What follows belongs to an exercise in optimizing a design on an open flow for small area, a short achievable clock period and few clock cycles per item; a production flow would make more cautious choices.
In this exercise RTL edits were held to simulation tests only and were not proved equivalent to the original.

## job 105
==> flow/design.v <==
module g_a21oi(input A1, A2, B1, output Y);
    assign Y = (~A1&~B1) | (~A2&~B1);
endmodule
module g_a32oi(input A1, A2, A3, B1, B2, output Y);
    assign Y = (~A1&~B1) | (~A1&~B2) | (~A2&~B1) | (~A3&~B1) | (~A2&~B2) | (~A3&~B2);
endmodule
module g_clkinv(input A, output Y);
    assign Y = (~A);
endmodule
module g_nand2(input A, B, output Y);
    assign Y = (~A) | (~B);
endmodule
module g_nand2b(input A_N, B, output Y);
    assign Y = (A_N) | (~B);
endmodule
module g_nor2(input A, B, output Y);
    assign Y = (~A&~B);
endmodule
module g_o21ai(input A1, A2, B1, output Y);
    assign Y = (~A1&~A2) | (~B1);
endmodule
module g_o22ai(input A1, A2, B1, B2, output Y);
    assign Y = (~B1&~B2) | (~A1&~A2);
endmodule
module g_xor2(input A, B, output X);
    assign X = A ^ B;
endmodule
module NibbleSub(
    input [3:0] a,
    output [3:0] b
    );
    wire _00_, _01_, _02_, _03_, _04_, _05_, _06_, _07_, _08_, _09_, _10_, _11_, _12_, _13_;
    g_nand2b u0(.A_N(a[1]), .B(a[3]), .Y(_13_));
    g_clkinv u1(.A(a[0]), .Y(_00_));
    g_nand2 u2(.A(_00_), .B(a[2]), .Y(_01_));
    g_clkinv u3(.A(a[3]), .Y(_02_));
    g_nand2 u4(.A(_02_), .B(a[1]), .Y(_03_));
    g_nor2 u5(.A(_00_), .B(_03_), .Y(_04_));
    g_nand2 u6(.A(_13_), .B(_01_), .Y(_05_));
    g_o22ai u7(.A1(_13_), .A2(_01_), .B1(_04_), .B2(_05_), .Y(b[2]));
    g_nor2 u8(.A(_00_), .B(a[2]), .Y(_06_));
    g_a21oi u9(.A1(_00_), .A2(_13_), .B1(_06_), .Y(_07_));
    g_a21oi u10(.A1(_02_), .A2(a[1]), .B1(_07_), .Y(_08_));
    g_a21oi u11(.A1(a[2]), .A2(_04_), .B1(_08_), .Y(b[0]));
    g_o21ai u12(.A1(_00_), .A2(a[2]), .B1(_03_), .Y(_09_));
    g_o22ai u13(.A1(a[3]), .A2(a[2]), .B1(_00_), .B2(a[1]), .Y(_10_));
    g_nor2 u14(.A(_09_), .B(_10_), .Y(_11_));
    g_a21oi u15(.A1(_02_), .A2(_06_), .B1(_11_), .Y(b[3]));
    g_clkinv u16(.A(_05_), .Y(_12_));
    g_a32oi u17(.A1(a[3]), .A2(a[2]), .A3(_05_), .B1(_12_), .B2(_09_), .Y(b[1]));
endmodule
module key_generation(
    input  [15:0] k,
    input  [3:0]  r,
    output [15:0] p
    );
    wire [3:0] p4, p5, p6, p7, q23;
    g_xor2 x0[3:0] (.A(k[15:12]), .B(r),       .X(p4));
    g_xor2 x1[3:0] (.A(p4),       .B(k[11:8]), .X(p5));
    g_xor2 x2[3:0] (.A(p5),       .B(k[7:4]),  .X(p6));
    g_xor2 x3[3:0] (.A(k[7:4]),   .B(k[3:0]),  .X(q23));
    g_xor2 x4[3:0] (.A(p5),       .B(q23),     .X(p7));
    assign p = {p4, p5, p6, p7};
endmodule
module AES_datapath(
    input         load, busy, last,
    input  [15:0] s, t, p,
    input  [3:0]  sk,
    input  [15:0] data_input, input_vector, key,
    output [15:0] s_d, k_d
    );
    function [3:0] x2(input [3:0] a);
        x2 = {a[2:0], 1'b0} ^ {2'b00, a[3], a[3]};
    endfunction
    wire [3:0] u01 = x2(t[15:12] ^ t[11:8]) & {4{~last}};
    wire [3:0] u23 = x2(t[7:4] ^ t[3:0]) & {4{~last}};
    wire [15:0] m = t ^ {u01, u01, u23, u23};
    wire [15:0] kn = p ^ {4{sk}};
    wire        run = load | busy;
    assign k_d = (load ? key : kn) & {16{run}};
    wire [15:0] x = load ? (data_input ^ input_vector) : (busy ? m : s);
    assign s_d = x ^ k_d;
endmodule
module AES(
    input clk,nrst,load,
    input [15:0] data_input,input_vector,key,
    input  [3:0] round_number,
    output [15:0] data_output,
    output finish
    );
    reg [15:0] s, k;
    reg [3:0]  r;
    reg        last, busy, fin;
    wire [3:0] t0, t1, t2, t3;
    NibbleSub ns0(.a(s[15:12]), .b(t0));
    NibbleSub ns1(.a(s[3:0]),   .b(t1));
    NibbleSub ns2(.a(s[7:4]),   .b(t2));
    NibbleSub ns3(.a(s[11:8]),  .b(t3));
    wire [3:0] sk;
    NibbleSub ns4(.a(k[3:0]), .b(sk));
    wire [15:0] p;
    key_generation kp(.k(k), .r(r), .p(p));
    wire [15:0] s_d, k_d;
    AES_datapath dp(.load(load), .busy(busy), .last(last), .s(s), .t({t0, t1, t2, t3}), .sk(sk), .p(p),
                    .data_input(data_input), .input_vector(input_vector), .key(key),
                    .s_d(s_d), .k_d(k_d));
    wire [3:0]  r_d = load ? 4'd1 : r + 4'd1;
    always @(posedge clk) begin
        s    <= s_d;
        k    <= k_d;
        r    <= r_d;
        last <= (r_d == round_number);
    end
    always @(posedge clk or negedge nrst) begin
        if (!nrst) begin
            busy <= 1'b0;
            fin  <= 1'b0;
        end else if (load) begin
            busy <= 1'b1;
            fin  <= 1'b0;
        end else if (busy & last) begin
            busy <= 1'b0;
            fin  <= 1'b1;
        end
    end
    assign data_output = s;
    assign finish = fin;
endmodule
clock: 5.0 ns
lec_check: 0
cap_margin: 20
core_margin: 2
core_utilization: 40
cts_buf_list: sky130_fd_sc_hd__clkbuf_4
setup_slack_margin: 2.8
slew_margin: 20
synth_hierarchical: 1
synth_minimum_keep_size: 0
standard.sh (not shown) runs the stock make flow with config.mk's settings and CLKGATE_MAP_FILE= SYNTH_SCRIPT=/design/flow/synth_recipe.tcl, a recipe that flattens the netlist after the stock synthesis.
==> flow/flow/run.sh <==
#!/bin/bash
# The standard layout (the standard.sh, standard synthesis included), with the
# ports buffered by plain buffers instead of the delay buffers buffer_ports picks.
set -euo pipefail
export BUFFER_PORTS_ARGS="-buffer_cell sky130_fd_sc_hd__buf_1"
bash standard.sh > standard.log 2>&1
Testbench counts of job 105, summed over its fixed seeds: cycles 1,935, items 192.
### job 105 -> job 101
diff --git a/flow/design.v b/flow/design.v
--- a/flow/design.v
+++ b/flow/design.v
@@ -1,9 +1,6 @@
-module g_a21oi(input A1, A2, B1, output Y);
-    assign Y = (~A1&~B1) | (~A2&~B1);
-endmodule
-module g_a32oi(input A1, A2, A3, B1, B2, output Y);
-    assign Y = (~A1&~B1) | (~A1&~B2) | (~A2&~B1) | (~A3&~B1) | (~A2&~B2) | (~A3&~B2);
+module g_a22oi(input A1, A2, B1, B2, output Y);
+    assign Y = (~A1&~B1) | (~A1&~B2) | (~A2&~B1) | (~A2&~B2);
 endmodule
 module g_clkinv(input A, output Y);
     assign Y = (~A);
 endmodule
@@ -18,8 +15,11 @@
 endmodule
 module g_o21ai(input A1, A2, B1, output Y);
     assign Y = (~A1&~A2) | (~B1);
 endmodule
+module g_o22a(input A1, A2, B1, B2, output X);
+    assign X = (A1&B1) | (A2&B1) | (A1&B2) | (A2&B2);
+endmodule
 module g_o22ai(input A1, A2, B1, B2, output Y);
     assign Y = (~B1&~B2) | (~A1&~A2);
 endmodule
 module g_xor2(input A, B, output X);
@@ -29,26 +29,26 @@
     input [3:0] a,
     output [3:0] b
     );
     wire _00_, _01_, _02_, _03_, _04_, _05_, _06_, _07_, _08_, _09_, _10_, _11_, _12_, _13_;
-    g_nand2b u0(.A_N(a[1]), .B(a[3]), .Y(_13_));
-    g_clkinv u1(.A(a[0]), .Y(_00_));
-    g_nand2 u2(.A(_00_), .B(a[2]), .Y(_01_));
-    g_clkinv u3(.A(a[3]), .Y(_02_));
-    g_nand2 u4(.A(_02_), .B(a[1]), .Y(_03_));
-    g_nor2 u5(.A(_00_), .B(_03_), .Y(_04_));
-    g_nand2 u6(.A(_13_), .B(_01_), .Y(_05_));
-    g_o22ai u7(.A1(_13_), .A2(_01_), .B1(_04_), .B2(_05_), .Y(b[2]));
-    g_nor2 u8(.A(_00_), .B(a[2]), .Y(_06_));
-    g_a21oi u9(.A1(_00_), .A2(_13_), .B1(_06_), .Y(_07_));
-    g_a21oi u10(.A1(_02_), .A2(a[1]), .B1(_07_), .Y(_08_));
-    g_a21oi u11(.A1(a[2]), .A2(_04_), .B1(_08_), .Y(b[0]));
-    g_o21ai u12(.A1(_00_), .A2(a[2]), .B1(_03_), .Y(_09_));
-    g_o22ai u13(.A1(a[3]), .A2(a[2]), .B1(_00_), .B2(a[1]), .Y(_10_));
-    g_nor2 u14(.A(_09_), .B(_10_), .Y(_11_));
-    g_a21oi u15(.A1(_02_), .A2(_06_), .B1(_11_), .Y(b[3]));
-    g_clkinv u16(.A(_05_), .Y(_12_));
-    g_a32oi u17(.A1(a[3]), .A2(a[2]), .A3(_05_), .B1(_12_), .B2(_09_), .Y(b[1]));
+    g_clkinv u0(.A(a[3]), .Y(_13_));
+    g_nor2 u1(.A(_13_), .B(a[1]), .Y(_00_));
+    g_clkinv u2(.A(_00_), .Y(_01_));
+    g_clkinv u3(.A(a[0]), .Y(_02_));
+    g_nand2 u4(.A(_02_), .B(a[2]), .Y(_03_));
+    g_nand2 u5(.A(_13_), .B(a[1]), .Y(_04_));
+    g_nor2 u6(.A(_02_), .B(_04_), .Y(_05_));
+    g_nand2 u7(.A(_01_), .B(_03_), .Y(_06_));
+    g_o22ai u8(.A1(_01_), .A2(_03_), .B1(_05_), .B2(_06_), .Y(b[2]));
+    g_nand2b u9(.A_N(a[2]), .B(a[0]), .Y(_07_));
+    g_o21ai u10(.A1(a[0]), .A2(_00_), .B1(_07_), .Y(_08_));
+    g_a22oi u11(.A1(_04_), .A2(_08_), .B1(a[2]), .B2(_05_), .Y(b[0]));
+    g_nand2 u12(.A(_04_), .B(_07_), .Y(_09_));
+    g_o22ai u13(.A1(a[3]), .A2(a[2]), .B1(_02_), .B2(a[1]), .Y(_10_));
+    g_o22a u14(.A1(a[3]), .A2(_07_), .B1(_09_), .B2(_10_), .X(b[3]));
+    g_nand2 u15(.A(a[3]), .B(a[2]), .Y(_11_));
+    g_nand2 u16(.A(_06_), .B(_11_), .Y(_12_));
+    g_o21ai u17(.A1(_06_), .A2(_09_), .B1(_12_), .Y(b[1]));
 endmodule
 module key_generation(
     input  [15:0] k,
     input  [3:0]  r,
### Flow results
Relative to job 105, the hold slack of job 101 is lower by 0.015 ns. Compared to job 105, job 101 has post-route fraction of the period consumed by the critical path 0.23 points higher. Job 105 → job 101: number of cells traversed by the worst register-to-register path saw a decrease; final standard cell count with taps included and fillers excluded lost 16; global-route usage lower. When job 101 is measured against job 105, its time the final worst path needs with I/O delays and setup turns out 0.012 ns higher. Re layout filler cell count: job 101 is 17 down on job 105. Compared to job 105, job 101 has first-pass iteration count of the detailed router 1 higher. Per the comparison of job 101 with job 105, synthesized area per cell went down 1.8%, inserted tap cell count decreased by 16 relative to the old numbers, setup slack shrank by 0.012 ns.
Testbench counts of job 101, summed over its fixed seeds: cycles 1,935, items 192.

==> re-timing with driven ports <==
Ports are ideal in the flow. The routed layouts listed here were re-timed in OpenROAD.
Step 1 assumes that a clkbuf_16 drives the clock port and a buf_2 every other input.
Step 2 moves the port delays by t, midway between the first and last clock arrival at a register: inputs arrive t later, outputs are due t later. That takes back most of the time a late clock gives input paths.
Slacks: ideal / step 1 / step 2; pairs: ideal / step 1.
| run | t, ns | setup WS [ns] | clock arrival spread, ns | cell pins on the clock port's net |
|---|---|---|---|---|
| job 105 | 0.357 | 2.958 / 2.956 / 2.607 | 0.009 / 0.009 | 1 |
| job 101 | 0.361 | 2.947 / 2.950 / 2.588 | 0.011 / 0.011 | 1 |
After both steps every run listed still meets setup and hold. The setup slack of job 101, which loses most, moves by +0.003 ns with the drivers and by -0.359 ns with both steps.
